Context: an optimization exercise on an open-source flow, tuned for small area, a short achievable clock period and few clock cycles per item. The choices shown serve that exercise and are no tape-out recipe.
Function was not checked in any run shown here: the RTL went through the layout flow alone.

$ cat flow/config.mk
export PLATFORM = sky130hd
export DESIGN_NAME = simon128_256
export DESIGN_NICKNAME = simon128_256
export VERILOG_FILES = /design/flow/design.v
export SDC_FILE = /design/flow/constraint.sdc
export NUM_CORES = 4
export LEC_CHECK = 0
export CAP_MARGIN = 20
export CORE_MARGIN = 2
export CORE_UTILIZATION = 40
export SETUP_SLACK_MARGIN = 2.0
export SLEW_MARGIN = 20
$ cat flow/constraint.sdc
create_clock -name core_clock -period 5.0 [get_ports {clk}]
set_input_delay 1.0000 -clock core_clock [delete_from_list [all_inputs] [get_ports {clk}]]
set_output_delay 1.0000 -clock core_clock [all_outputs]
set_load 0.01 [all_outputs]
$ cat flow/design.v
`timescale 1ns / 1ps
module simon128_256 (
  input  wire          clk       ,
  input  wire          rst       ,
  input  wire          key_valid ,
  output logic         key_ready ,
  input  wire  [255:0] key       ,
  input  wire          in_valid  ,
  output logic         in_ready  ,
  input  wire  [127:0] in_data   ,
  output logic         out_valid ,
  input  wire          out_ready ,
  output logic [127:0] out_data
);
  localparam integer R = 3;            
  localparam integer N = 72 / R;       
  localparam logic [61:0] Z4 = 62'b11010001111001101011011000100000010111000011001010010011101111;
  function automatic logic zbit(input integer i);
    zbit = Z4[61 - (i % 62)];
  endfunction
  function automatic logic [63:0] rol(input logic [63:0] v, input integer n);
    rol = (v << n) | (v >> (64 - n));
  endfunction
  function automatic logic [63:0] ror(input logic [63:0] v, input integer n);
    ror = (v >> n) | (v << (64 - n));
  endfunction
  logic [255:0] kreg;        
  logic [255:0] ks;          
  logic [ 63:0] x, y;        
  logic         idle;        
  logic         busy;        
  logic [  5:0] cnt;         
  logic         last;
  assign key_ready = 1'b1;
  assign in_ready  = idle;
  assign out_data  = {x, y};
  assign last      = (cnt == N - 1);
  logic [R-1:0] zc;
  always_comb begin
    zc = '0;
    for (int c = 0; c < N; c++)
      if ((idle ? 6'd0 : cnt) == c)
        for (int j = 0; j < R; j++)
          zc[j] = zbit(R * c + j);
  end
  logic [255:0] ksi;
  logic [63:0] w [0:R+3];
  logic [63:0] t [0:R-1];
  always_comb begin
    ksi = idle ? kreg : ks;
    for (int j = 0; j < 4; j++) w[j] = ksi[64*j +: 64];
    for (int j = 0; j < R; j++) begin
      t[j]   = ror(w[j+3], 3) ^ w[j+1];
      w[j+4] = ~w[j] ^ t[j] ^ ror(t[j], 1) ^ {63'd0, zc[j]} ^ 64'd3;
    end
  end
  logic [63:0] xs [0:R];
  logic [63:0] ys [0:R];
  always_comb begin
    xs[0] = idle ? in_data[127:64] : x;
    ys[0] = idle ? in_data[ 63: 0] : y;
    for (int j = 0; j < R; j++) begin
      xs[j+1] = ys[j] ^ (rol(xs[j], 1) & rol(xs[j], 8)) ^ rol(xs[j], 2) ^ w[j];
      ys[j+1] = xs[j];
    end
  end
  always_ff @(posedge clk) begin
    if (key_valid) kreg <= key;
  end
  always_ff @(posedge clk) begin
    if (!out_valid) begin
      x <= xs[R];
      y <= ys[R];
    end
  end
  always_ff @(posedge clk) begin
    ks <= {w[R+3], w[R+2], w[R+1], w[R]};
  end
  always_ff @(posedge clk) begin
    if (rst) begin
      idle      <= 1'b1;
      busy      <= 1'b0;
      out_valid <= 1'b0;
    end else begin
      if (idle) begin
        idle <= ~in_valid;
        busy <= in_valid;
      end else if (busy) begin
        if (last) begin
          busy      <= 1'b0;
          out_valid <= 1'b1;
        end
      end else if (out_ready) begin
        out_valid <= 1'b0;
        idle      <= 1'b1;
      end
    end
  end
  always_ff @(posedge clk) begin
    if (idle) cnt <= 6'd1;
    else      cnt <= cnt + 1'b1;
  end
endmodule
$ cat flow/run.sh
#!/bin/bash
# synth_recipe.tcl (not shown) runs the flow's synth.tcl, then flattens the netlist and writes it again
# the make line also repeats each setting of config.mk as NAME=value (left out here)
make -C /OpenROAD-flow-scripts/flow DESIGN_CONFIG=/design/flow/config.mk WORK_HOME=/design/flow/orfs CLKGATE_MAP_FILE= SYNTH_SCRIPT=/design/flow/synth_recipe.tcl finish
==> results of run 1 <==
[path summary, 6_finish.rpt]
kind | end | cells past startpoint | slack, ns
min | out_valid | 2 | 0.51
max | x[54] | 8 | 1.96
min reg2reg | out_valid | 2 | 0.51
max reg2reg | x[14] | 8 | 1.98
[per-layer routing]
metal | global-route usage, % | vias to the layer above
met2 | 44.1 | 1182
met5 | 0 | -
met1 | 35.9 | 13700
met3 | 6.96 | 271
met4 | 9.53 | 4
li1 | - | 12500
[cell usage in the layout (no fill, tap or decap), types with 18 or more instances in the layout]
| master | synthesis | layout |
|---|---|---|
| inv_1 | 26 | 25 |
| mux2i_4 | 4 | 33 |
| clkdlybuf4s50_1 | 0 | 462 |
| dfxtp_1 | 265 | 264 |
| dlymetal6s2s_1 | 0 | 27 |
| o211ai_1 | 19 | 19 |
| dlygate4sd2_1 | 0 | 23 |
| nand3b_1 | 43 | 43 |
| xnor3_2 | 1 | 28 |
| clkbuf_16 | 0 | 87 |
| xnor2_2 | 24 | 58 |
| a21bo_2 | 43 | 43 |
| xnor3_1 | 190 | 163 |
| nor2_1 | 93 | 93 |
| a21o_1 | 22 | 22 |
| xnor2_1 | 678 | 638 |
| nand3_1 | 67 | 64 |
| xor2_1 | 429 | 421 |
| buf_4 | 23 | 70 |
| a22oi_1 | 18 | 18 |
| a21oi_1 | 139 | 131 |
| xor3_1 | 22 | 22 |
| nand2_1 | 184 | 184 |
| mux2_2 | 63 | 63 |
| edfxtp_1 | 384 | 384 |
| mux2i_2 | 16 | 49 |
| mux2i_1 | 261 | 199 |
[state kept, by name, summed over array words and instances (netlist names)]
signal,count
x,64
idle,1
ks,256
out_valid,1
busy,1
cnt,6
kreg,256
y,64
[stage by stage]
step | hold slack (ns) | cells
2_1_floorplan | 0.457 | 3235
3_3_place_gp | 0.484 | 5045
3_5_place_dp | 0.501 | 5045
4_1_cts | 0.515 | 5229
5_1_grt | 0.543 | 5260
6_report | 0.508 | 5261
[worst max-delay path, cell delays in order]
cell and delay [ns]:
clkdlybuf4s50_1 0.61, xor2_1 0.26, mux2i_2 0.31, a21o_1 0.22, nand2_1 0.11, xnor3_2 0.48, nand2_1 0.09, xor3_1 0.35
[cells by family (layout without fill, tap and decap cells)]
group           after synthesis  after routing
flops                       649            649
fa+ha+maj                     1              1
compound gates              324            324
simple gates                441            441
other cells                   1              2
xor+xnor                   1348           1348
buf+inv                     127            795
mux                         344            344
[timing repair]
action	CTS	global route
gates resized for setup	149	132
gates cloned	6	4
buffers inserted	29	27
pin swaps	4	13
endpoints found under the setup margin	218	100
[cell type report]
type / instances / area (sq um)
diodes: 1 / 2.50
repair buffers: 617 / 6360
flip-flops and latches: 649 / 16800
inverters: 27 / 131
repair inverters: 2 / 27.5
well taps: 1357 / 1700
clock buffers: 107 / 2290
multi-input cells: 2459 / 24000
clock inverters: 42 / 395
fillers: 8817 / 48600
==> flow_metrics.env, run 1 <==
export IMPL_status="finished clean"
export IMPL_htree_num_levels=3
export IMPL_postLayoutCellArea_sq_um=51700
export IMPL_dp_worst_setup_slack_ns=0.645
export IMPL_clock_insertion_delay_worst_skew_ns=0.67
export IMPL_slew_headroom_pct=35.2
export IMPL_dieWidth_microns=322
export IMPL_start_util_pct=40.4
export IMPL_yosys_register_bits=649
export IMPL_worstPathMaxFanout=4
export IMPL_place_area_sq_um=47100
export IMPL_hold_buffers=0
export IMPL_io_buffers=518
export IMPL_hold_path_startpoint="busy"
export IMPL_wl_met3_microns=12300
export IMPL_synth_top_cell_area_share_pct=28.4
export IMPL_dieArea_sq_um=104000
export IMPL_syn_area_sq_um=40600
export IMPL_yosysSeqAreaShare_pct=41.5
export IMPL_setup_violations_final=0
export IMPL_muxShareOfSynthArea_pct=8.96
export IMPL_vias_per_cell=5.26
export IMPL_hold_viol=0
export IMPL_synthAdderAreaFrac_pct=0.0308
export IMPL_cts_tree="yes"
export IMPL_std_cell_rows=116
export IMPL_synth_commonest_cells="678 x xnor2_1, 429 x xor2_1, 384 x edfxtp_1, 265 x dfxtp_1, 261 x mux2i_1"
export IMPL_ys_types=62
export IMPL_antenna_found_initial=8
export IMPL_drt_initial_drc_count=2552
export IMPL_numCtsBuffers=80
export IMPL_ant_nets=0
export IMPL_clock_skew_ns=0.0293
export IMPL_crit_type="primary input to flip-flop"
export IMPL_fmax_ghz=0.328
export IMPL_routed_wl_microns=147000
export IMPL_async_reset_ff_share_pct=0
export IMPL_synth_fp_nets=3625
export IMPL_min_period_ns=3.04
export IMPL_synth_top_family_by_area="XOR/XNOR gates"
export IMPL_cap_viol_max_count=0
export IMPL_worstMarginPinSlew_ns=0.945
export IMPL_tns_ns=0
export IMPL_core_sq_um=100000
export IMPL_wire_per_inst_microns=27.9
export IMPL_synth_top_cell_by_area="edfxtp_1"
export IMPL_synth_edf_count=384
export IMPL_grt_pass1_wl_microns=201000
export IMPL_grt_max_degree=106
export IMPL_die_h_microns=322
export IMPL_detailroute_wirelength_met2_microns=67600
export IMPL_gr_total_overflow=0
export IMPL_top_layer_used="met5"
export IMPL_cts_sinks=649
export IMPL_synthTopCellsByArea="edfxtp_1 28%, xnor2_1 15%, dfxtp_1 13%"
export IMPL_crit_arrival_ns=3.45
export IMPL_cp_start_kind="primary input"
export IMPL_clk_pin_slew_worst_paths_ns=0.06
export IMPL_nets=4226
export IMPL_drc=0
export IMPL_first_pass_iters=6
export IMPL_utilization_pct=51.6
export IMPL_synth_most_common_cell="xnor2_1"
export IMPL_cts_buffer_depth=3
export IMPL_synthSimpleGateAreaFrac_pct=5.09
export IMPL_cp_data_required_time_ns=5.40
export IMPL_postSynthCellCount=3235
export IMPL_cts_root_buffer="clkbuf_16"
export IMPL_routabilityCongestion=0.898
export IMPL_reg2reg_from="idle"
export IMPL_rsz0062_at_grt="yes"
export IMPL_syn2layout_area_growth_pct=27.5
export IMPL_slew_viol_final=0
export IMPL_syn_area_per_cell_sq_um=12.5
export IMPL_vias=27700
export IMPL_synth_compound_area_share_pct=5.52
export IMPL_met1_length_microns=61000
export IMPL_layout_setup_ws_ns=1.96
export IMPL_io_pins=520
export IMPL_grt_pass1_vias=27400
export IMPL_grt_usage_pct=27.4
export IMPL_fin_crit_sh_pct=60.9
export IMPL_hpwl_microns=110000
export IMPL_synth_main_ff_cell="edfxtp_1"
export IMPL_yosysWarnings=5
export IMPL_end_kind="flip-flop"
export IMPL_synth_xor_area_share_pct=36.9
export IMPL_hold_class="flip-flop to flip-flop"
export IMPL_drive_gt1_share_pct=14.0
export IMPL_crit_path_start="in_data[106]"
==> inputs of run 2 (changes only) <==
--- a/flow/config.mk
+++ b/flow/config.mk
@@ -6,7 +6,7 @@
 export NUM_CORES = 4
 export LEC_CHECK = 0
+export ABC_CLOCK_PERIOD_IN_PS = 3000
 export CAP_MARGIN = 20
 export CORE_MARGIN = 2
 export CORE_UTILIZATION = 40
-export SETUP_SLACK_MARGIN = 2.0
 export SLEW_MARGIN = 20
==> flow_metrics.env, run 2 <==
export IMPL_status="finished clean"
export IMPL_routed_wl_microns=139000
export IMPL_std_cell_rows=116
export IMPL_synth_fp_nets=3625
export IMPL_synth_top_cell_by_area="edfxtp_1"
export IMPL_regArea_sq_um=16800
export IMPL_fin_crit_sh_pct=78.3
export IMPL_routabilityCongestion=0.901
export IMPL_reg2regPathDepth=8
export IMPL_worstPathCellList="clkdlybuf4s50_1 -> nand2_1 -> xnor3_1 -> mux2i_1 -> a21oi_1 -> xnor3_1 -> nand2_1 -> xnor2_1"
export IMPL_cts_sinks=649
export IMPL_rsz0062_at_grt="no"
export IMPL_max_stage_delay_ns=0.88
export IMPL_synth_most_common_cell="xnor2_1"
export IMPL_ant_nets=0
export IMPL_synth_main_ff_cell="edfxtp_1"
export IMPL_drive_gt1_share_pct=8.20
export IMPL_clk_pin_slew_worst_paths_ns=0.06
export IMPL_vias=27000
export IMPL_slew_headroom_pct=19.2
export IMPL_worstPathMaxFanout=5
export IMPL_postLayoutCellArea_sq_um=49600
export IMPL_wl_met3_microns=9570
export IMPL_drc=0
export IMPL_place_area_sq_um=47100
export IMPL_cts_root_buffer="clkbuf_16"
export IMPL_htree_num_levels=3
export IMPL_tns_ns=0
export IMPL_cts_tree="yes"
export IMPL_multi_input_area_sq_um=22900
export IMPL_yosys_register_bits=649
export IMPL_yosysSeqAreaShare_pct=41.5
export IMPL_dieArea_sq_um=104000
export IMPL_io_buffers=518
export IMPL_slew_viol_final=0
export IMPL_gr_total_overflow=0
export IMPL_setup_violations_final=0
export IMPL_cp_data_required_time_ns=5.40
export IMPL_worstMarginPinSlew_ns=1.18
export IMPL_ys_types=62
export IMPL_first_pass_iters=6
export IMPL_hold_depth=2
export IMPL_crit_arrival_ns=4.31
export IMPL_antenna_found_initial=3
export IMPL_hpwl_microns=110000
export IMPL_syn2layout_area_growth_pct=22.4
export IMPL_crit_cells=8
export IMPL_detailroute_wirelength_met2_microns=65400
export IMPL_cp_start_kind="primary input"
export IMPL_synthTopCellsByArea="edfxtp_1 28%, xnor2_1 15%, dfxtp_1 13%"
export IMPL_hold_path_startpoint="busy"
export IMPL_drt_initial_drc_count=2250
export IMPL_yosysWarnings=5
export IMPL_hold_class="flip-flop to flip-flop"
export IMPL_dieWidth_microns=322
export IMPL_min_period_ns=3.91
export IMPL_syn_area_per_cell_sq_um=12.5
export IMPL_fillCellCount=8987
export IMPL_cpLargestDelayFamily="XOR/XNOR gates"
export IMPL_end_kind="flip-flop"
export IMPL_die_h_microns=322
export IMPL_critPathBufInv=1
export IMPL_hold_buffers=0
export IMPL_core_sq_um=100000
export IMPL_r2r_slack_ns=1.12
export IMPL_grt_max_degree=177
export IMPL_utilization_pct=49.5
export IMPL_hold_viol=0
export IMPL_met1_length_microns=60200
export IMPL_io_pins=520
export IMPL_nets=4154
export IMPL_slowest_stage="mux2i_1"
export IMPL_synth_commonest_cells="678 x xnor2_1, 429 x xor2_1, 384 x edfxtp_1, 265 x dfxtp_1, 261 x mux2i_1"
export IMPL_synth_top_cell_area_share_pct=28.4
export IMPL_fmax_ghz=0.256
export IMPL_cap_viol_max_count=0
export IMPL_cts_buffer_depth=3
export IMPL_grt_usage_pct=26.3
export IMPL_vias_per_cell=5.20
export IMPL_synth_edf_count=384
export IMPL_clock_insertion_delay_worst_skew_ns=0.67
export IMPL_reg2reg_from="idle"
export IMPL_start_util_pct=40.4
export IMPL_cts_resized=0
export IMPL_clock_skew_ns=0.0355
export IMPL_final_common_cell="xnor2_1"
export IMPL_postSynthCellCount=3235
export IMPL_grt_pass1_wl_microns=195000
export IMPL_reg2reg_to="x[31]"
export IMPL_holdPathEnd="out_valid"
export IMPL_final_cell_mix="678 x xnor2_1, 517 x clkdlybuf4s50_1, 429 x xor2_1, 384 x edfxtp_1, 264 x dfxtp_1"
export IMPL_crit_type="primary input to flip-flop"
export IMPL_grt_pass1_vias=27100
export IMPL_syn_area_sq_um=40600
export IMPL_top_regs="kreg (256), ks (256)"
export IMPL_numCtsBuffers=79
export IMPL_post_cts_buffers=0
export IMPL_wire_per_inst_microns=26.7
export IMPL_top_layer_used="met5"
export IMPL_async_reset_ff_share_pct=0
run 2: changes by cell type in the layout (fill, tap and decap cells not counted), sizes merged, moves of 5 or more:
cell,before,now
clkinv,29,21
dlymetal6s2s,27,0
buf,92,31
clkdlybuf4s50,462,517
bufinv,7,2
dlygate4sd2,23,0
run 2: layout make-up:
| class | instances | share of cell area (%) |
|---|---|---|
| Multi-Input combinational cell | 2459 | 46.2 |
| Antenna cell | 1 | 0.00504 |
| Timing Repair Buffer | 548 | 11.0 |
| Clock buffer | 114 | 4.63 |
| Clock inverter | 33 | 0.512 |
| Tap cell | 1357 | 3.42 |
| Inverter | 27 | 0.247 |
| Sequential cell | 649 | 33.9 |
run 2: worst max-delay path by stage:
stage | startpoint | to | slack (ns)
detailed placement | in_data[122] | x[4] | 0.54
finish | in_data[122] | x[4] | 1.09
CTS | in_data[122] | x[4] | 1.22
floorplan | out_valid | x[0] | 1.68
global placement | in_data[122] | x[4] | 0.46
global route | idle | x[30] | 1.06
run 2: routing by layer:
layer | track usage (%) | vias to the layer above
li1 | - | 12300
met1 | 35.7 | 13400
met2 | 43.2 | 1045
met3 | 4.67 | 191
met4 | 7.07 | 4
met5 | 0 | -
run 2: tightest hold or removal path, cell delays in order, from the launching register on:
cell and delay, ns:
dfxtp_1 0.32, o21ai_0 0.07, a21oi_1 0.06
run 2: per-stage QoR:
step	cells	setup WS [ns]	hold slack, ns
global route	5187	1.06	0.528
global placement	5040	0.463	0.487
finish	5188	1.09	0.501
detailed placement	5040	0.538	0.488
CTS	5187	1.22	0.501
floorplan	3235	1.68	0.457
run 2: cell families after synthesis:
family | synth area share (%)
xor+xnor | 36.9
flops | 41.5
simple gates | 5.09
mux | 8.96
compound gates | 5.52
buf+inv | 1.93
fa+ha+maj | 0.0308
other cells | 0.00925
==> inputs of run 3 (changes only) <==
==> flow/flow/run.sh (new file) <==
#!/bin/bash
set -euo pipefail
export BUFFER_PORTS_ARGS="-buffer_cell sky130_fd_sc_hd__buf_1"
bash standard.sh finish > standard_flow.log 2>&1
==> flow/standard.sh (new file) <==
#!/bin/bash
# synth_recipe.tcl (not shown) runs the flow's synth.tcl, then flattens the netlist and writes it again
# the make line also repeats each setting of config.mk as NAME=value (left out here)
make -C /OpenROAD-flow-scripts/flow DESIGN_CONFIG=/design/flow/config.mk WORK_HOME=/design/flow/orfs CLKGATE_MAP_FILE= SYNTH_SCRIPT=/design/flow/synth_recipe.tcl "${@:-finish}"
--- a/flow/config.mk
+++ b/flow/config.mk
@@ -6,7 +6,7 @@
 export NUM_CORES = 4
 export LEC_CHECK = 0
-export ABC_CLOCK_PERIOD_IN_PS = 3000
 export CAP_MARGIN = 20
 export CORE_MARGIN = 2
 export CORE_UTILIZATION = 40
 export SLEW_MARGIN = 20
+export SYNTH_MEMORY_MAX_BITS = 8192
removed: flow/run.sh
==> flow_metrics.env, run 3 <==
export IMPL_synthTopCellsByArea="edfxtp_1 28%, xnor2_1 15%, dfxtp_1 13%"
export IMPL_yosysWarnings=5
export IMPL_top_regs="kreg (256), ks (256)"
export IMPL_htree_num_levels=3
export IMPL_yosys_register_bits=649
export IMPL_io_pins=520
export IMPL_grt_pass1_wl_microns=190000
export IMPL_cp_data_required_time_ns=5.40
export IMPL_dieWidth_microns=322
export IMPL_synth_fp_nets=3625
export IMPL_vias=27000
export IMPL_use_met2_pct=42.1
export IMPL_grt_max_degree=130
export IMPL_post_cts_buffers=0
export IMPL_routabilityCongestion=0.907
export IMPL_tns_ns=0
export IMPL_hold_buffers=0
export IMPL_crit_arrival_ns=4.01
export IMPL_worstMarginPinSlew_ns=1.09
export IMPL_worstPathMaxFanout=129
export IMPL_nets=4164
export IMPL_cp_start_kind="flip-flop"
export IMPL_clk_pin_slew_worst_paths_ns=0.06
export IMPL_antenna_found_initial=4
export IMPL_cts_resized=0
export IMPL_final_common_cell="xnor2_1"
export IMPL_status="finished clean"
export IMPL_cts_sinks=649
export IMPL_first_pass_iters=5
export IMPL_synth_most_common_cell="xnor2_1"
export IMPL_start_util_pct=40.4
export IMPL_ant_nets=0
export IMPL_ys_types=62
export IMPL_end_kind="flip-flop"
export IMPL_fmax_ghz=0.277
export IMPL_hpwl_microns=109000
export IMPL_hold_viol=0
export IMPL_grtUsageMet1_pct=34.2
export IMPL_synth_main_ff_cell="edfxtp_1"
export IMPL_whs_ns=0.506
export IMPL_grt_pass1_vias=26600
export IMPL_cts_root_buffer="clkbuf_16"
export IMPL_slew_headroom_pct=25.3
export IMPL_routed_wl_microns=137000
export IMPL_core_sq_um=100000
export IMPL_clock_insertion_delay_worst_skew_ns=0.66
export IMPL_syn2layout_area_growth_pct=15.0
export IMPL_async_reset_ff_share_pct=0
export IMPL_syn_area_sq_um=40600
export IMPL_cap_viol_max_count=0
export IMPL_syn_area_per_cell_sq_um=12.5
export IMPL_die_h_microns=322
export IMPL_setup_violations_final=0
export IMPL_drt_initial_drc_count=2213
export IMPL_grt_usage_pct=25.9
export IMPL_met3_usage_pct=5.63
export IMPL_fin_crit_sh_pct=72.3
export IMPL_min_period_ns=3.61
export IMPL_std_cell_rows=116
export IMPL_crit_type="flip-flop to flip-flop"
export IMPL_clock_skew_ns=0.0293
export IMPL_drive_gt1_share_pct=8.65
export IMPL_wire_per_inst_microns=26.4
export IMPL_gr_total_overflow=0
export IMPL_numCtsBuffers=79
export IMPL_synth_commonest_cells="678 x xnor2_1, 429 x xor2_1, 384 x edfxtp_1, 265 x dfxtp_1, 261 x mux2i_1"
export IMPL_synth_top_cell_area_share_pct=28.4
export IMPL_hold_class="primary input to flip-flop"
export IMPL_drc=0
export IMPL_synth_edf_count=384
export IMPL_cts_buffer_depth=3
export IMPL_yosysSeqAreaShare_pct=41.5
export IMPL_grt_busiest_layer="met2"
export IMPL_postSynthCellCount=3235
export IMPL_synth_top_cell_by_area="edfxtp_1"
export IMPL_io_buffers=518
export IMPL_utilization_pct=46.5
export IMPL_final_cell_mix="678 x xnor2_1, 517 x buf_1, 429 x xor2_1, 384 x edfxtp_1, 264 x dfxtp_1"
export IMPL_rsz0062_at_grt="no"
export IMPL_cts_tree="yes"
export IMPL_vias_per_cell=5.19
export IMPL_dieArea_sq_um=104000
export IMPL_slew_viol_final=0
run 3: cell counts after synthesis:
Identical to the previous run, type by type.
run 3: cell families after synthesis:
logic type      Yosys count  synth area share, %
fa+ha+maj                 1               0.0308
mux                     344                 8.96
xor+xnor               1348                 36.9
compound gates          324                 5.52
other cells               1              0.00925
flops                   649                 41.5
buf+inv                 127                 1.93
simple gates            441                 5.09
run 3: layout make-up:
type / instances / area, sq um
fillers: 9283 / 53700
well taps: 1357 / 1700
diodes: 2 / 5.00
repair buffers: 558 / 2360
multi-input cells: 2459 / 22900
clock buffers: 95 / 2100
clock inverters: 51 / 568
inverters: 27 / 123
flip-flops and latches: 649 / 16800
run 3: per-stage QoR:
step                      setup WS, ns  instances  area, sq um
after floorplan                   1.68       3235        40600
after global placement           0.713       5050        44000
after detailed placement         0.823       5050        44000
after CTS                         1.37       5196        46600
after global routing              1.29       5197        46600
final                             1.39       5198        46600
run 3: worst max-delay path, stage by stage, from the launching register on:
cell and delay, ns:
dfxtp_4 0.49, inv_16 0.43, buf_4 0.47, mux2i_1 0.77, xnor2_1 0.24, xnor2_2 0.40, nand2_1 0.12, xnor2_1 0.14
run 3: path summary, 6_finish.rpt:
check,end,slack [ns],startpoint,depth (start not counted)
worst max-delay path,x[33],1.39,idle,7
worst min-delay path,kreg[30],0.51,key[30],1
worst max register to register,x[33],1.39,idle,7
worst min register to register,busy,0.51,busy,2
run 3: metal layers:
metal,vias to the layer above,part of all wire [%]
met1,13300,42
li1,12400,-
met2,1101,47
met5,-,0.0087
met3,196,8.0
met4,2,3.3
==> inputs of run 4 (changes only) <==
==> flow/design.v (replaced) <==
`timescale 1ns / 1ps
module simon128_256 (
  input  wire          clk       ,
  input  wire          rst       ,
  input  wire          key_valid ,
  output logic         key_ready ,
  input  wire  [255:0] key       ,
  input  wire          in_valid  ,
  output logic         in_ready  ,
  input  wire  [127:0] in_data   ,
  output logic         out_valid ,
  input  wire          out_ready ,
  output logic [127:0] out_data
);
  localparam integer R = 2;            
  localparam integer N = 72 / R;       
  localparam logic [61:0] Z4 = 62'b11010001111001101011011000100000010111000011001010010011101111;
  function automatic logic zbit(input integer i);
    zbit = Z4[61 - (i % 62)];
  endfunction
  function automatic logic [63:0] rol(input logic [63:0] v, input integer n);
    rol = (v << n) | (v >> (64 - n));
  endfunction
  function automatic logic [63:0] ror(input logic [63:0] v, input integer n);
    ror = (v >> n) | (v << (64 - n));
  endfunction
  logic [255:0] kreg;        
  logic [255:0] ks;          
  logic [ 63:0] x, y;        
  logic         idle;        
  logic         busy;        
  logic [  5:0] cnt;
  logic         last;
  assign key_ready = 1'b1;
  assign in_ready  = idle;
  assign out_data  = {x, y};
  assign last      = (cnt == N - 1);
  logic [R-1:0] zc;
  always_comb begin
    zc = '0;
    for (int c = 0; c < N; c++)
      if (cnt == c)
        for (int j = 0; j < R; j++)
          zc[j] = zbit(R * c + j);
  end
  logic [63:0] w [0:R+3];
  logic [63:0] t [0:R-1];
  always_comb begin
    for (int j = 0; j < 4; j++) w[j] = ks[64*j +: 64];
    for (int j = 0; j < R; j++) begin
      t[j]   = ror(w[j+3], 3) ^ w[j+1];
      w[j+4] = ~w[j] ^ t[j] ^ ror(t[j], 1) ^ {63'd0, zc[j]} ^ 64'd3;
    end
  end
  logic [63:0] xs [0:R];
  logic [63:0] ys [0:R];
  always_comb begin
    xs[0] = x;
    ys[0] = y;
    for (int j = 0; j < R; j++) begin
      xs[j+1] = ys[j] ^ (rol(xs[j], 1) & rol(xs[j], 8)) ^ rol(xs[j], 2) ^ w[j];
      ys[j+1] = xs[j];
    end
  end
  localparam integer NC = 8;
  logic [NC-1:0] idle_c, busy_c, ov_c;
  assign idle      = idle_c[0];
  assign busy      = busy_c[0];
  assign out_valid = ov_c[0];
  logic [127:0] s_q, s_d;
  assign s_d = {xs[R], ys[R]};
  assign {x, y} = s_q;
  for (genvar c = 0; c < NC; c++) begin : g_ctl
    always_ff @(posedge clk) begin
      if (rst) begin
        idle_c[c] <= 1'b1;
        busy_c[c] <= 1'b0;
        ov_c[c]   <= 1'b0;
      end else begin
        if (idle_c[c]) begin
          idle_c[c] <= ~in_valid;
          busy_c[c] <= in_valid;
        end else if (busy_c[c]) begin
          if (last) begin
            busy_c[c] <= 1'b0;
            ov_c[c]   <= 1'b1;
          end
        end else if (out_ready) begin
          ov_c[c]   <= 1'b0;
          idle_c[c] <= 1'b1;
        end
      end
    end
    localparam integer SW = 128 / NC;
    localparam integer KW = 256 / NC;
    always_ff @(posedge clk) begin
      if (idle_c[c])      s_q[SW*c +: SW] <= in_data[SW*c +: SW];
      else if (!ov_c[c])  s_q[SW*c +: SW] <= s_d[SW*c +: SW];
    end
    always_ff @(posedge clk) begin
      if (idle_c[c]) ks[KW*c +: KW] <= kreg[KW*c +: KW];
      else           ks[KW*c +: KW] <= {w[R+3], w[R+2], w[R+1], w[R]} >> (KW*c);
    end
  end
  always_ff @(posedge clk) begin
    if (key_valid) kreg <= key;
  end
  always_ff @(posedge clk) begin
    if (!busy) cnt <= '0;
    else       cnt <= cnt + 1'b1;
  end
endmodule
==> flow_metrics.env, run 4 <==
export IMPL_postLayoutCellArea_sq_um=35300
export IMPL_dp_worst_setup_slack_ns=2.26
export IMPL_multi_input_area_sq_um=12300
export IMPL_slowest_stage="xnor3_2"
export IMPL_layout_setup_ws_ns=2.20
export IMPL_hold_buffers=0
export IMPL_hold_class="flip-flop to flip-flop"
export IMPL_max_stage_delay_ns=0.42
export IMPL_slew_viol_final=0
export IMPL_end_kind="flip-flop"
export IMPL_worstMarginPinSlew_ns=1.05
export IMPL_first_pass_iters=5
export IMPL_io_pins=520
export IMPL_synth_main_ff_cell="edfxtp_1"
export IMPL_final_common_cell="xnor2_1"
export IMPL_numCtsBuffers=76
export IMPL_tns_ns=0
export IMPL_ant_nets=0
export IMPL_fmax_ghz=0.357
export IMPL_start_util_pct=40.3
export IMPL_syn_area_per_cell_sq_um=13.3
export IMPL_grt_max_degree=74
export IMPL_yosys_register_bits=670
export IMPL_synthTopCellsByArea="edfxtp_1 39%, dfxtp_1 19%, xnor2_1 17%"
export IMPL_drive_gt1_share_pct=16.0
export IMPL_yosysSeqAreaShare_pct=57.8
export IMPL_cp_start_kind="flip-flop"
export IMPL_clock_insertion_delay_worst_skew_ns=0.61
export IMPL_synth_most_common_cell="xnor2_1"
export IMPL_core_sq_um=74200
export IMPL_cap_viol_max_count=0
export IMPL_place_area_sq_um=32900
export IMPL_crit_arrival_ns=3.29
export IMPL_gr_total_overflow=0
export IMPL_slew_headroom_pct=29.9
export IMPL_dieArea_sq_um=76900
export IMPL_drt_initial_drc_count=1276
export IMPL_synth_top_cell_by_area="edfxtp_1"
export IMPL_worstPathMaxFanout=10
export IMPL_clk_pin_slew_worst_paths_ns=0.06
export IMPL_cts_root_buffer="clkbuf_16"
export IMPL_synth_fp_nets=2638
export IMPL_yosysWarnings=5
export IMPL_grt_pass1_wl_microns=129000
export IMPL_routabilityCongestion=0.899
export IMPL_cts_sinks=670
export IMPL_postSynthCellCount=2245
export IMPL_worstPathCellList="inv_1 -> ha_1 -> nand2b_1 -> a21boi_1 -> o311a_1 -> nor4_4 -> xnor3_2 -> xnor2_1 -> mux2_2"
export IMPL_dieWidth_microns=277
export IMPL_async_reset_ff_share_pct=0
export IMPL_syn2layout_area_growth_pct=18.3
export IMPL_vias=19000
export IMPL_fin_crit_sh_pct=56.0
export IMPL_htree_num_levels=3
export IMPL_hold_viol=0
export IMPL_insertedDiodeCount=0
export IMPL_synth_edf_count=384
export IMPL_antenna_found_initial=2
export IMPL_syn_area_sq_um=29900
export IMPL_grt_usage_pct=22.7
export IMPL_nets=3183
export IMPL_routed_wl_microns=89100
export IMPL_fillCellCount=6668
export IMPL_vias_per_cell=4.97
export IMPL_ys_types=52
export IMPL_synth_top_cell_area_share_pct=38.6
export IMPL_regArea_sq_um=17300
export IMPL_synth_commonest_cells="591 x xnor2_1, 384 x edfxtp_1, 313 x mux2_2, 286 x dfxtp_1, 209 x nand2_1"
export IMPL_io_buffers=518
export IMPL_top_regs="kreg (256), ks (256), s_q (128)"
export IMPL_setup_violations_final=0
export IMPL_crit_type="flip-flop to flip-flop"
export IMPL_std_cell_rows=100
export IMPL_final_cell_mix="591 x xnor2_1, 516 x buf_1, 384 x edfxtp_1, 313 x mux2_2, 278 x dfxtp_1"
export IMPL_cts_resized=0
export IMPL_wire_per_inst_microns=23.4
export IMPL_drc=0
export IMPL_clock_skew_ns=0.0179
export IMPL_rsz0062_at_grt="no"
export IMPL_cts_buffer_depth=3
export IMPL_grt_pass1_vias=20100
export IMPL_die_h_microns=277
export IMPL_status="finished clean"
export IMPL_hpwl_microns=67000
export IMPL_min_period_ns=2.80
export IMPL_post_cts_buffers=0
export IMPL_cp_data_required_time_ns=5.49
export IMPL_cts_tree="yes"
-- run 4: worst paths after layout --
kind             start   endpoint  slack [ns]  cells after the start
max             cnt[0]    ks[253]        2.20                      9
min          busy_c[6]  idle_c[6]        0.46                      1
max reg2reg     cnt[0]    ks[253]        2.20                      9
min reg2reg  busy_c[6]  idle_c[6]        0.46                      1
-- run 4: stage by stage --
stage / hold slack, ns / utilization (%) / instances
global route: 0.469 / 47.6 / 3817
finish: 0.456 / 47.6 / 3817
detailed placement: 0.447 / 44.4 / 3681
floorplan: 0.422 / - / 2245
global placement: 0.440 / 44.3 / 3679
CTS: 0.456 / 47.6 / 3817
-- run 4: layer usage --
layer	vias up	global-route usage, %	routed length, microns
li1	8791	-	-
met1	9323	28.8	37100
met2	659	38.6	43600
met3	175	3.48	4600
met4	4	9.91	3780
met5	-	0	29
-- run 4: logic make-up (layout without fill, tap and decap cells) --
kind of cell	count (synthesis)	count (layout)	share of synthesized area (%)
buffers and inverters	76	679	1.10
flip-flops	670	670	57.8
other	1	1	0.0126
multiplexers	315	315	11.9
AND/OR/NAND/NOR	270	270	3.71
AO/OA/AOI/OAI	137	137	2.58
XOR/XNOR	772	772	22.8
adder cells (fa/ha/maj)	4	4	0.168
-- run 4: critical path: cells and delay by family, from the launching register on --
family	cells	cell delay, ns
AO/OA/AOI/OAI	2	0.53
multiplexers	1	0.26
buffers and inverters	1	0.12
flip-flops	1	0.36
XOR/XNOR	2	0.56
adder cells (fa/ha/maj)	1	0.37
AND/OR/NAND/NOR	2	0.48
-- run 4: area by class of cell --
cell class              instances  share of cell area [%]
clock inverters                29                   0.722
clock buffers                 107                    6.12
well taps                     969                    3.43
multi-input cells            1499                    34.8
flip-flops and latches        670                    48.9
inverters                       9                  0.0956
repair buffers                534                    5.95
==> inputs of run 5 (changes only) <==
--- a/flow/design.v
+++ b/flow/design.v
@@ -13,5 +13,5 @@
   output logic [127:0] out_data
 );
-  localparam integer R = 2;            
+  localparam integer R = 3;            
   localparam integer N = 72 / R;       
   localparam logic [61:0] Z4 = 62'b11010001111001101011011000100000010111000011001010010011101111;
==> flow_metrics.env, run 5 <==
export IMPL_async_reset_ff_share_pct=0
export IMPL_r2r_slack_ns=1.84
export IMPL_slowest_stage="xnor2_1"
export IMPL_grt_max_degree=113
export IMPL_cts_resized=0
export IMPL_slew_headroom_pct=24.8
export IMPL_drive_gt1_share_pct=11.0
export IMPL_crit_type="flip-flop to flip-flop"
export IMPL_dp_worst_setup_slack_ns=1.99
export IMPL_final_cells=4511
export IMPL_vias=22800
export IMPL_synthAdderAreaFrac_pct=0.142
export IMPL_clock_skew_ns=0.0341
export IMPL_cpMostUsedCell="xnor2_1"
export IMPL_wire_per_inst_microns=25.6
export IMPL_setup_violations_final=0
export IMPL_cap_viol_max_count=0
export IMPL_synthSimpleGateAreaFrac_pct=4.68
export IMPL_postSynthCellCount=2753
export IMPL_cp_start_kind="flip-flop"
export IMPL_layout_setup_ws_ns=1.84
export IMPL_yosysWarnings=5
export IMPL_slew_viol_final=0
export IMPL_synth_compound_area_share_pct=3.29
export IMPL_cts_tree="yes"
export IMPL_die_h_microns=301
export IMPL_antenna_found_initial=5
export IMPL_first_pass_iters=5
export IMPL_cts_root_buffer="clkbuf_16"
export IMPL_crit_arrival_ns=3.50
export IMPL_hpwl_microns=89300
export IMPL_post_cts_buffers=0
export IMPL_numCtsBuffers=82
export IMPL_synth_top_family_by_area="XOR/XNOR gates"
export IMPL_final_cell_mix="581 x xnor2_1, 517 x buf_1, 384 x edfxtp_1, 319 x xor2_1, 299 x nand2_1"
export IMPL_min_period_ns=3.16
export IMPL_dieWidth_microns=301
export IMPL_hold_path_startpoint="kreg[64]"
export IMPL_nets=3679
export IMPL_tns_ns=0
export IMPL_muxShareOfSynthArea_pct=7.09
export IMPL_fillCellCount=8046
export IMPL_hold_buffers=0
export IMPL_top_regs="kreg (256), ks (256), s_q (128)"
export IMPL_clk_pin_slew_worst_paths_ns=0.06
export IMPL_routed_wl_microns=115000
export IMPL_fmax_ghz=0.317
export IMPL_synth_commonest_cells="581 x xnor2_1, 384 x edfxtp_1, 319 x xor2_1, 299 x nand2_1, 286 x dfxtp_1"
export IMPL_rsz0062_at_grt="no"
export IMPL_synthTopCellsByArea="edfxtp_1 33%, dfxtp_1 16%, xnor2_1 14%"
export IMPL_worstPathMaxFanout=5
export IMPL_synth_top_cell_area_share_pct=32.7
export IMPL_dp_cells=4357
export IMPL_synth_xor_area_share_pct=34.7
export IMPL_grt_usage_pct=25.1
export IMPL_core_sq_um=87200
export IMPL_htree_num_levels=3
export IMPL_syn_area_per_cell_sq_um=12.8
export IMPL_vias_per_cell=5.06
export IMPL_hold_class="flip-flop to flip-flop"
export IMPL_dieArea_sq_um=90700
export IMPL_ant_nets=0
export IMPL_reg2reg_from="s_q[111]"
export IMPL_holdPathEnd="ks[64]"
export IMPL_grt_pass1_vias=23000
export IMPL_hold_depth=2
export IMPL_cp_data_required_time_ns=5.34
export IMPL_cts_sinks=670
export IMPL_end_kind="flip-flop"
export IMPL_std_cell_rows=108
export IMPL_synth_most_common_cell="xnor2_1"
export IMPL_yosysSeqAreaShare_pct=48.9
export IMPL_io_buffers=518
export IMPL_syn_area_sq_um=35300
export IMPL_reg2reg_to="s_q[115]"
export IMPL_grt_pass1_wl_microns=162000
export IMPL_cts_buffer_depth=3
export IMPL_io_pins=520
export IMPL_final_common_cell="xnor2_1"
export IMPL_clock_insertion_delay_worst_skew_ns=0.66
export IMPL_gr_total_overflow=0
export IMPL_worstPathCellList="nand2_1 -> xnor3_1 -> nand2_1 -> xnor2_1 -> xnor2_1 -> xnor2_1 -> o21ai_0"
export IMPL_hold_viol=0
export IMPL_yosys_register_bits=670
export IMPL_drt_initial_drc_count=1851
export IMPL_max_stage_delay_ns=0.70
export IMPL_worstMarginPinSlew_ns=1.13
export IMPL_synth_fp_nets=3146
export IMPL_syn2layout_area_growth_pct=17.2
export IMPL_reg2regPathDepth=7
export IMPL_ys_types=38
export IMPL_synth_top_cell_by_area="edfxtp_1"
export IMPL_status="finished clean"
export IMPL_synth_main_ff_cell="edfxtp_1"
export IMPL_fin_crit_sh_pct=63.2
export IMPL_synth_edf_count=384
export IMPL_routabilityCongestion=0.896
export IMPL_start_util_pct=40.5
export IMPL_drc=0
-- run 5: worst max-delay path by stage --
| stage | from | end | cells after the start |
|---|---|---|---|
| after floorplan | ks[84] | ks[205] | 7 |
| after CTS | s_q[111] | s_q[115] | 7 |
| after global placement | s_q[111] | s_q[115] | 7 |
| after detailed placement | s_q[111] | s_q[115] | 7 |
| final | s_q[111] | s_q[115] | 7 |
| after global routing | s_q[111] | s_q[115] | 7 |
-- run 5: worst max-delay path, delay by kind of cell (launching register included) --
family          cells  cell delay (ns)
xor+xnor            4             1.66
flops               1             0.67
compound gates      1             0.08
simple gates        2             0.45
-- run 5: cell type report --
type / instances / area, sq um / share of cell area, %
Clock buffer: 103 / 2270 / 5.48
Multi-Input combinational cell: 1969 / 17600 / 42.6
Clock inverter: 50 / 583 / 1.41
Antenna cell: 1 / 2.50 / 0.00604
Tap cell: 1155 / 1450 / 3.49
Inverter: 29 / 109 / 0.263
Sequential cell: 670 / 17300 / 41.7
Timing Repair Buffer: 534 / 2090 / 5.06
-- run 5: layer usage --
metal,global-route usage [%],share of wire (%),up-vias
met5,0.582,0.093,-
met4,7.44,2.8,6
met3,5.81,8.4,175
met2,40.4,47,956
met1,33.5,42,11300
li1,-,-,10400
-- run 5: cell families after synthesis --
family	Yosys count
DFF	670
buffers and inverters	114
and+or+nand+nor	423
other	1
xor gates and xnor gates	1093
muxes	225
AOI/OAI and AO/OA	223
adders and majority gates	4
-- run 5: per-stage QoR --
| stage | hold slack (ns) | util (%) | area [sq um] |
|---|---|---|---|
| 2_1_floorplan | 0.419 | - | 35300 |
| 3_3_place_gp | 0.431 | 44.2 | 38500 |
| 3_5_place_dp | 0.434 | 44.2 | 38500 |
| 4_1_cts | 0.447 | 47.5 | 41400 |
| 5_1_grt | 0.468 | 47.5 | 41400 |
| 6_report | 0.432 | 47.5 | 41400 |
==> inputs of run 6 (changes only) <==
--- a/flow/design.v
+++ b/flow/design.v
@@ -13,5 +13,5 @@
   output logic [127:0] out_data
 );
-  localparam integer R = 3;            
+  localparam integer R = 2;            
   localparam integer N = 72 / R;       
   localparam logic [61:0] Z4 = 62'b11010001111001101011011000100000010111000011001010010011101111;
@@ -36,11 +36,15 @@
   assign out_data  = {x, y};
   assign last      = (cnt == N - 1);
+  function automatic logic [R-1:0] zrom(input logic [5:0] c);
+    zrom = '0;
+    for (int i = 0; i < N; i++)
+      if (c == i)
+        for (int j = 0; j < R; j++)
+          zrom[j] = zbit(R * i + j);
+  endfunction
   logic [R-1:0] zc;
-  always_comb begin
-    zc = '0;
-    for (int c = 0; c < N; c++)
-      if (cnt == c)
-        for (int j = 0; j < R; j++)
-          zc[j] = zbit(R * c + j);
+  always_ff @(posedge clk) begin
+    if (!busy) zc <= zrom(6'd0);
+    else       zc <= zrom(cnt + 6'd1);
   end
   logic [63:0] w [0:R+3];
==> flow_metrics.env, run 6 <==
export IMPL_worstPathCellList="ha_1 -> clkinv_1 -> a21o_1 -> a311o_1 -> o211a_1 -> a311o_1"
export IMPL_cts_sinks=672
export IMPL_synth_fp_nets=2810
export IMPL_nets=3335
export IMPL_drc=0
export IMPL_tns_ns=0
export IMPL_final_cells=4039
export IMPL_cpMostUsedCell="a311o_1"
export IMPL_cp_start_kind="flip-flop"
export IMPL_synth_compound_area_share_pct=4.32
export IMPL_hpwl_microns=70000
export IMPL_gr_total_overflow=0
export IMPL_fmax_ghz=0.326
export IMPL_hold_viol=0
export IMPL_synth_xor_area_share_pct=23.8
export IMPL_cts_resized=0
export IMPL_clock_insertion_delay_worst_skew_ns=0.62
export IMPL_synthAdderAreaFrac_pct=0.204
export IMPL_final_cell_mix="616 x xnor2_1, 517 x buf_1, 384 x edfxtp_1, 280 x dfxtp_1, 273 x nand2_1"
export IMPL_synth_main_ff_cell="edfxtp_1"
export IMPL_postLayoutCellArea_sq_um=36300
export IMPL_die_h_microns=281
export IMPL_routabilityCongestion=0.873
export IMPL_clk_pin_slew_worst_paths_ns=0.06
export IMPL_io_pins=520
export IMPL_crit_type="flip-flop to flip-flop"
export IMPL_start_util_pct=40.4
export IMPL_dp_worst_setup_slack_ns=1.99
export IMPL_top_regs="kreg (256), ks (256), s_q (128)"
export IMPL_dp_cells=3891
export IMPL_postSynthCellCount=2416
export IMPL_grt_pass1_wl_microns=136000
export IMPL_drt_initial_drc_count=1362
export IMPL_synthSimpleGateAreaFrac_pct=4.56
export IMPL_grt_usage_pct=23.4
export IMPL_end_kind="flip-flop"
export IMPL_routed_wl_microns=94000
export IMPL_syn2layout_area_growth_pct=18.4
export IMPL_synth_most_common_cell="xnor2_1"
export IMPL_syn_area_per_cell_sq_um=12.7
export IMPL_muxShareOfSynthArea_pct=9.55
export IMPL_cap_viol_max_count=0
export IMPL_dieArea_sq_um=78900
export IMPL_yosysSeqAreaShare_pct=56.4
export IMPL_synth_commonest_cells="616 x xnor2_1, 384 x edfxtp_1, 288 x dfxtp_1, 273 x nand2_1, 259 x mux2_2"
export IMPL_grt_pass1_vias=21100
export IMPL_slew_headroom_pct=25.5
export IMPL_htree_num_levels=3
export IMPL_grt_max_degree=90
export IMPL_synth_top_family_by_area="XOR/XNOR gates"
export IMPL_final_common_cell="xnor2_1"
export IMPL_reg2reg_from="cnt[0]"
export IMPL_hold_path_startpoint="kreg[163]"
export IMPL_rsz0062_at_grt="no"
export IMPL_drive_gt1_share_pct=13.4
export IMPL_holdPathEnd="ks[163]"
export IMPL_r2r_slack_ns=1.93
export IMPL_fillCellCount=6968
export IMPL_crit_arrival_ns=3.57
export IMPL_wire_per_inst_microns=23.3
export IMPL_async_reset_ff_share_pct=0
export IMPL_synth_top_cell_area_share_pct=37.6
export IMPL_setup_violations_final=0
export IMPL_reg2reg_to="zc[1]"
export IMPL_slew_viol_final=0
export IMPL_layout_setup_ws_ns=1.93
export IMPL_yosysWarnings=5
export IMPL_min_period_ns=3.07
export IMPL_post_cts_buffers=0
export IMPL_status="finished clean"
export IMPL_synth_edf_count=384
export IMPL_multi_input_area_sq_um=13000
export IMPL_whs_ns=0.441
export IMPL_vias=20200
export IMPL_antenna_found_initial=5
export IMPL_slowest_stage="ha_1"
export IMPL_io_buffers=518
export IMPL_synth_top_cell_by_area="edfxtp_1"
export IMPL_vias_per_cell=4.99
export IMPL_yosys_register_bits=672
export IMPL_worstMarginPinSlew_ns=1.12
export IMPL_hold_class="flip-flop to flip-flop"
export IMPL_first_pass_iters=6
export IMPL_worstPathMaxFanout=22
export IMPL_max_stage_delay_ns=0.77
export IMPL_ys_types=56
export IMPL_cts_tree="yes"
export IMPL_fin_crit_sh_pct=61.4
export IMPL_place_area_sq_um=33700
export IMPL_dieWidth_microns=281
export IMPL_cts_buffer_depth=3
export IMPL_clock_skew_ns=0.0277
export IMPL_numCtsBuffers=78
export IMPL_std_cell_rows=101
export IMPL_hold_depth=2
export IMPL_core_sq_um=75900
export IMPL_hold_buffers=0
export IMPL_syn_area_sq_um=30700
export IMPL_synthTopCellsByArea="edfxtp_1 38%, dfxtp_1 19%, xnor2_1 18%"
export IMPL_reg2regPathDepth=6
export IMPL_ant_nets=0
export IMPL_cp_data_required_time_ns=5.50
export IMPL_cts_root_buffer="clkbuf_16"
export IMPL_regArea_sq_um=17300
## run 6: cell count changes after synthesis, moves of 24 or more
cell     previous run  this run
nor2_1             95        20
xnor2_1           581       616
nand2_1           299       273
xnor3_1           152         4
xor2_1            319       178
o21ai_0           179       154
mux2_2            202       259
xor3_1             31         7
## run 6: area by class of cell
class / instances / share of cell area (%)
Antenna cell: 3 / 0.0207
Clock buffer: 109 / 6.13
Clock inverter: 36 / 0.948
Inverter: 9 / 0.0931
Multi-Input combinational cell: 1652 / 35.9
Sequential cell: 672 / 47.7
Tap cell: 1030 / 3.55
Timing Repair Buffer: 528 / 5.68
## run 6: cells by family after synthesis
family / count (synthesis)
mux: 260
simple gates: 340
fa+ha+maj: 5
xor+xnor: 810
other cells: 1
flops: 672
compound gates: 236
buf+inv: 92
## run 6: routing by layer
metal  GRT usage (%)  wire, microns  vias to the layer above
met5               0              8                        -
met1            29.5          38900                     9970
met3            4.09           5310                      173
li1                -              -                     9337
met2            39.8          46400                      679
met4            9.05           3430                        2
## run 6: worst max-delay path: cells and delay by family, from the launching register on
family / cells / cell delay, ns
buffers and inverters: 1 / 0.51
adders and majority gates: 1 / 0.77
AOI/OAI and AO/OA: 4 / 1.13
DFF: 1 / 0.56
## run 6: worst max-delay path by stage
stage          depth (start not counted)   start  endpoint
2_1_floorplan                          9  cnt[0]     zc[0]
3_3_place_gp                           6  cnt[0]     zc[1]
3_5_place_dp                           6  cnt[0]     zc[1]
4_1_cts                                6  cnt[0]     zc[1]
5_1_grt                                7  cnt[0]     zc[1]
6_report                               6  cnt[0]     zc[1]
## run 6: through the flow
stage          utilization, %
2_1_floorplan               -
3_3_place_gp             44.4
3_5_place_dp             44.4
4_1_cts                  47.8
5_1_grt                  47.8
6_report                 47.8
==> inputs of run 7 (changes only) <==
--- a/flow/design.v
+++ b/flow/design.v
@@ -13,5 +13,5 @@
   output logic [127:0] out_data
 );
-  localparam integer R = 2;            
+  localparam integer R = 3;            
   localparam integer N = 72 / R;       
   localparam logic [61:0] Z4 = 62'b11010001111001101011011000100000010111000011001010010011101111;
==> flow_metrics.env, run 7 <==
export IMPL_cp_start_kind="flip-flop"
export IMPL_status="finished clean"
export IMPL_htree_num_levels=3
export IMPL_grt_usage_pct=24.8
export IMPL_std_cell_rows=109
export IMPL_vias=23200
export IMPL_cts_sinks=673
export IMPL_fin_crit_sh_pct=61.5
export IMPL_slew_headroom_pct=22.1
export IMPL_antenna_found_initial=2
export IMPL_cts_resized=0
export IMPL_drt_initial_drc_count=1917
export IMPL_syn_area_per_cell_sq_um=12.4
export IMPL_worstMarginPinSlew_ns=1.17
export IMPL_grt_pass1_wl_microns=162000
export IMPL_routabilityCongestion=0.908
export IMPL_clk_pin_slew_worst_paths_ns=0.06
export IMPL_io_buffers=518
export IMPL_reg2regPathDepth=7
export IMPL_final_common_cell="xnor2_1"
export IMPL_drive_gt1_share_pct=10.3
export IMPL_syn_area_sq_um=35500
export IMPL_utilization_pct=47.0
export IMPL_cts_buffer_depth=3
export IMPL_core_sq_um=88200
export IMPL_hpwl_microns=89500
export IMPL_numCtsBuffers=80
export IMPL_slew_viol_final=0
export IMPL_vias_per_cell=5.03
export IMPL_hold_viol=0
export IMPL_routed_wl_microns=116000
export IMPL_whs_ns=0.442
export IMPL_layout_setup_ws_ns=1.92
export IMPL_hold_depth=2
export IMPL_async_reset_ff_share_pct=0
export IMPL_cts_root_buffer="clkbuf_16"
export IMPL_first_pass_iters=6
export IMPL_yosysWarnings=5
export IMPL_nets=3770
export IMPL_die_h_microns=302
export IMPL_tns_ns=0
export IMPL_yosysSeqAreaShare_pct=48.8
export IMPL_synth_main_ff_cell="edfxtp_1"
export IMPL_synth_most_common_cell="xnor2_1"
export IMPL_top_regs="kreg (256), ks (256), s_q (128)"
export IMPL_grt_max_degree=84
export IMPL_min_period_ns=3.08
export IMPL_cts_tree="yes"
export IMPL_synth_top_cell_area_share_pct=32.5
export IMPL_rsz0062_at_grt="no"
export IMPL_wire_per_inst_microns=25.1
export IMPL_ys_types=48
export IMPL_dieWidth_microns=302
export IMPL_gr_total_overflow=0
export IMPL_postSynthCellCount=2863
export IMPL_cp_data_required_time_ns=4.00
export IMPL_end_kind="output port"
export IMPL_synth_edf_count=384
export IMPL_worstPathMaxFanout=55
export IMPL_start_util_pct=40.2
export IMPL_yosys_register_bits=673
export IMPL_dp_worst_setup_slack_ns=2.12
export IMPL_postLayoutCellArea_sq_um=41500
export IMPL_final_cell_mix="629 x xnor2_1, 516 x buf_1, 384 x edfxtp_1, 339 x xor2_1, 330 x nand2_1"
export IMPL_hold_buffers=0
export IMPL_fmax_ghz=0.325
export IMPL_crit_type="flip-flop to output port"
export IMPL_clock_insertion_delay_worst_skew_ns=0.66
export IMPL_place_area_sq_um=38700
export IMPL_insertedDiodeCount=0
export IMPL_io_pins=520
export IMPL_post_cts_buffers=0
export IMPL_ant_nets=0
export IMPL_cap_viol_max_count=0
export IMPL_synth_fp_nets=3257
export IMPL_synthTopCellsByArea="edfxtp_1 32%, dfxtp_1 16%, xnor2_1 16%"
export IMPL_drc=0
export IMPL_clock_skew_ns=0.0286
export IMPL_setup_violations_final=0
export IMPL_grt_pass1_vias=23300
export IMPL_synth_top_cell_by_area="edfxtp_1"
export IMPL_dieArea_sq_um=91200
export IMPL_synth_commonest_cells="629 x xnor2_1, 384 x edfxtp_1, 339 x xor2_1, 330 x nand2_1, 289 x dfxtp_1"
export IMPL_crit_arrival_ns=2.08
export IMPL_syn2layout_area_growth_pct=16.7
export IMPL_hold_class="flip-flop to flip-flop"
==> run 7: cell types whose count changed after synthesis, sizes merged, moves of 13 or more <==
cell / change
xor2: +163
xnor3: +118
nor2: +81
mux2: -79
nand2: +57
o21ai: +57
xor3: +24
xnor2: +23
inv: +14
mux2i: +13
==> run 7: per-layer routing <==
layer / share of wire, % / wire length (microns) / global-route usage (%) / up-vias
met2: 47 / 54000 / 40.1 / 905
met4: 2.8 / 3230 / 7.28 / 4
met1: 42 / 48500 / 32.7 / 11400
met5: 0.022 / 25 / 0 / -
li1: - / - / - / 10700
met3: 8.6 / 9920 / 6.52 / 151
==> run 7: critical path, stage by stage (launching register included) <==
cell	delay, ns
dfxtp_4	0.51
buf_4	0.67
buf_1	0.21
==> run 7: final cells by class <==
cell class / count / area, sq um
Fill cell: 8152 / 46800
Multi-Input combinational cell: 2069 / 17700
Sequential cell: 673 / 17300
Clock buffer: 112 / 2380
Timing Repair Buffer: 531 / 2070
Tap cell: 1165 / 1460
Clock inverter: 38 / 393
Inverter: 21 / 78.8
==> run 7: final timing paths <==
| path | from | slack (ns) | to |
|---|---|---|---|
| worst max-delay path | idle_c[0] | 1.92 | in_ready |
| worst min-delay path | kreg[239] | 0.44 | ks[239] |
| worst max register to register | s_q[122] | 1.95 | s_q[126] |
| worst min register to register | kreg[239] | 0.44 | ks[239] |
==> run 7: stage by stage <==
| stage | instances |
|---|---|
| after floorplan | 2863 |
| after global routing | 4609 |
| after CTS | 4609 |
| final | 4609 |
| after global placement | 4459 |
| after detailed placement | 4459 |
==> run 7: cells by family after synthesis <==
group	count (synthesis)	share of synthesized area, %
AOI/OAI and AO/OA	271	4.07
xor gates and xnor gates	1138	34.5
adders and majority gates	5	0.176
buffers and inverters	121	1.34
DFF	673	48.8
muxes	194	6.10
other	1	0.0106
and+or+nand+nor	460	5.06
==> inputs of run 8 (changes only) <==
--- a/flow/design.v
+++ b/flow/design.v
@@ -13,5 +13,5 @@
   output logic [127:0] out_data
 );
-  localparam integer R = 3;            
+  localparam integer R = 2;            
   localparam integer N = 72 / R;       
   localparam logic [61:0] Z4 = 62'b11010001111001101011011000100000010111000011001010010011101111;
@@ -35,17 +35,13 @@
   assign in_ready  = idle;
   assign out_data  = {x, y};
-  assign last      = (cnt == N - 1);
-  function automatic logic [R-1:0] zrom(input logic [5:0] c);
-    zrom = '0;
-    for (int i = 0; i < N; i++)
-      if (c == i)
-        for (int j = 0; j < R; j++)
-          zrom[j] = zbit(R * i + j);
+  function automatic logic [6:0] zinit();
+    for (int j = 0; j < 7; j++) zinit[j] = zbit(j);
   endfunction
-  logic [R-1:0] zc;
-  always_ff @(posedge clk) begin
-    if (!busy) zc <= zrom(6'd0);
-    else       zc <= zrom(cnt + 6'd1);
-  end
+  function automatic logic [6:0] zadv(input logic [6:0] zs);
+    logic [R+6:0] e;
+    e[6:0] = zs;
+    for (int j = 7; j < R + 7; j++) e[j] = e[j-2] ^ e[j-3] ^ e[j-7];
+    zadv = e[R +: 7];
+  endfunction
   logic [63:0] w [0:R+3];
   logic [63:0] t [0:R-1];
@@ -114,3 +110,15 @@
     else       cnt <= cnt + 1'b1;
   end
+  logic [6:0]   zs;
+  logic [R-1:0] zc;
+  assign zc = zs[R-1:0];
+  always_ff @(posedge clk) begin
+    if (rst)      zs <= zinit();
+    else if (busy & ~last) zs <= zadv(zs);
+    else          zs <= zinit();
+  end
+  always_ff @(posedge clk) begin
+    if (rst) last <= 1'b0;
+    else     last <= busy & (cnt == N - 2);
+  end
 endmodule
==> flow_metrics.env, run 8 <==
export IMPL_status="finished clean"
export IMPL_worstMarginPinSlew_ns=1.02
export IMPL_rsz0062_at_grt="no"
export IMPL_min_period_ns=2.78
export IMPL_vias_per_cell=4.90
export IMPL_dieArea_sq_um=80100
export IMPL_slew_headroom_pct=32.1
export IMPL_synth_commonest_cells="421 x xnor2_1, 384 x edfxtp_1, 294 x dfxtp_1, 262 x nand2_1, 248 x mux2_2"
export IMPL_reg2regPathDepth=1
export IMPL_std_cell_rows=102
export IMPL_fmax_ghz=0.360
export IMPL_syn2layout_area_growth_pct=18.6
export IMPL_final_cell_mix="517 x buf_1, 421 x xnor2_1, 384 x edfxtp_1, 286 x dfxtp_1, 262 x nand2_1"
export IMPL_die_h_microns=283
export IMPL_synth_edf_count=384
export IMPL_routabilityCongestion=0.893
export IMPL_antenna_found_initial=4
export IMPL_end_kind="output port"
export IMPL_hold_depth=1
export IMPL_io_pins=520
export IMPL_cp_start_kind="flip-flop"
export IMPL_grt_pass1_wl_microns=132000
export IMPL_synth_fp_nets=2650
export IMPL_yosysSeqAreaShare_pct=55.9
export IMPL_reg2reg_to="s_q[39]"
export IMPL_cts_sinks=678
export IMPL_fillCellCount=7023
export IMPL_postSynthCellCount=2259
export IMPL_reg2reg_from="idle_c[2]"
export IMPL_syn_area_sq_um=31100
export IMPL_worstPathMaxFanout=32
export IMPL_clock_insertion_delay_worst_skew_ns=0.63
export IMPL_cts_root_buffer="clkbuf_16"
export IMPL_crit_arrival_ns=1.78
export IMPL_routed_wl_microns=91300
export IMPL_wire_per_inst_microns=23.4
export IMPL_clk_pin_slew_worst_paths_ns=0.06
export IMPL_critPathBufInv=1
export IMPL_top_regs="kreg (256), ks (256), s_q (128)"
export IMPL_core_sq_um=77200
export IMPL_vias=19100
export IMPL_clock_skew_ns=0.0268
export IMPL_grt_usage_pct=22.3
export IMPL_slowest_stage="dfxtp_2"
export IMPL_cpLargestDelayFamily="flip-flops"
export IMPL_yosysWarnings=5
export IMPL_hold_buffers=0
export IMPL_drc=0
export IMPL_cap_viol_max_count=0
export IMPL_yosys_register_bits=678
export IMPL_synth_most_common_cell="xnor2_1"
export IMPL_cts_tree="yes"
export IMPL_tns_ns=0
export IMPL_start_util_pct=40.3
export IMPL_synth_main_ff_cell="edfxtp_1"
export IMPL_htree_num_levels=3
export IMPL_synth_top_cell_area_share_pct=37.0
export IMPL_syn_area_per_cell_sq_um=13.8
export IMPL_async_reset_ff_share_pct=0
export IMPL_ys_types=30
export IMPL_dieWidth_microns=283
export IMPL_grt_max_degree=88
export IMPL_grt_pass1_vias=20300
export IMPL_drt_initial_drc_count=1338
-- run 8: cell types whose count changed in the layout (fill, tap and decap cells not counted), moves of 8 or more --
cell     previous run  this run
xnor2_1           629       421
xor2_1            339       198
nor2_1            101         9
mux2_2            180       248
nand2_1           330       262
o21ai_0           208       149
xnor3_1           122        98
inv_1              21         6
mux2i_1            14         3
xor3_1             26        17
nor2b_1             3        11
nor3b_1             1         9
-- run 8: cell families (layout without fill, tap and decap cells) --
family,count (synthesis),after routing,share of synthesized area (%)
xor+xnor,752,752,26.8
flops,678,678,55.9
simple gates,313,313,4.15
mux,251,251,9.06
compound gates,181,181,2.97
buf+inv,81,684,1.01
fa+ha+maj,2,2,0.0803
other cells,1,2,0.0120
-- run 8: cell type report --
type	instances	area (sq um)	share of cell area, %
sequential	678	17400	47.2
antenna	1	2.50	0.00678
inverter	6	22.5	0.0610
multi-input combinational	1500	13400	36.3
timing repair buffer	534	2100	5.68
tap	1040	1300	3.52
clock buffer	111	2340	6.35
clock inverter	33	300	0.813
-- run 8: how the worst max path moves through the flow --
stage                     cells after the start        end      start  slack (ns)
final                                         1   in_ready  idle_c[0]        2.22
after global routing                          1   in_ready  idle_c[0]        2.13
after CTS                                     1   in_ready  idle_c[0]        2.18
after detailed placement                      2  kreg[137]  key_valid        2.42
after global placement                        2  kreg[137]  key_valid        2.48
after floorplan                               3    s_q[64]  idle_c[4]        3.14
-- run 8: through the flow --
step	hold WS, ns	setup WS (ns)	cells	utilization (%)	instance area (sq um)
finish	0.417	2.22	3903	47.8	36900
global route	0.446	2.13	3902	47.8	36900
CTS	0.411	2.18	3901	47.8	36900
detailed placement	0.399	2.42	3757	44.4	34300
global placement	0.408	2.48	3757	44.4	34300
floorplan	0.386	3.14	2259	-	31100
-- run 8: layer usage --
metal	wire length (microns)	global-route usage, %	vias up
li1	-	-	8891
met1	38700	29.2	9458
met2	44000	37.3	646
met3	6050	4.69	133
met4	2470	6.54	8
met5	47	0	-

[static timing again, ports no longer ideal]
How much do the figures lean on ideal ports? The routed layouts below were timed once more, with nothing changed but the port constraints. Step 1 (the two cells are an assumption about what drives the block):
set clk [get_ports {clk}]
set_driving_cell -lib_cell sky130_fd_sc_hd__clkbuf_16 $clk
set_driving_cell -lib_cell sky130_fd_sc_hd__buf_2 [delete_from_list [all_inputs] $clk]
Step 2 also shifts input and output timing later by t, the mid clock arrival at the registers, as if the neighbouring blocks saw the same clock. Slacks: no drivers / after step 1 / after step 2; pairs: no drivers / after step 1.
run | shift t [ns] | setup slack, ns | hold WS [ns] | slew at the worst register clock pin (ns) | worst slew at a driven data input, ns
run 1 | 0.719 | 1.956 / 1.948 / 1.246 | 0.508 / 0.508 / 0.508 | 0.06 / 0.06 | 0.15
run 2 | 0.722 | 1.086 / 1.088 / 0.366 | 0.501 / 0.501 / 0.501 | 0.06 / 0.06 | 0.17
run 3 | 0.718 | 1.387 / 1.387 / 0.701 | 0.506 / 0.459 / 0.510 | 0.07 / 0.07 | 0.17
run 4 | 0.659 | 2.199 / 2.199 / 2.199 | 0.456 / 0.456 / 0.456 | 0.06 / 0.06 | 0.11
run 5 | 0.703 | 1.841 / 1.841 / 1.841 | 0.432 / 0.432 / 0.432 | 0.07 / 0.07 | 0.13
run 6 | 0.669 | 1.929 / 1.929 / 1.929 | 0.441 / 0.441 / 0.441 | 0.06 / 0.06 | 0.12
run 7 | 0.716 | 1.923 / 1.857 / 1.946 | 0.442 / 0.442 / 0.442 | 0.07 / 0.07 | 0.12
run 8 | 0.679 | 2.219 / 2.155 / 2.418 | 0.417 / 0.417 / 0.417 | 0.07 / 0.07 | 0.13
After both steps setup and hold are still met in every run listed. The setup slack of run 2, which loses most, moves by +0.002 ns with the drivers and by -0.720 ns with both steps.
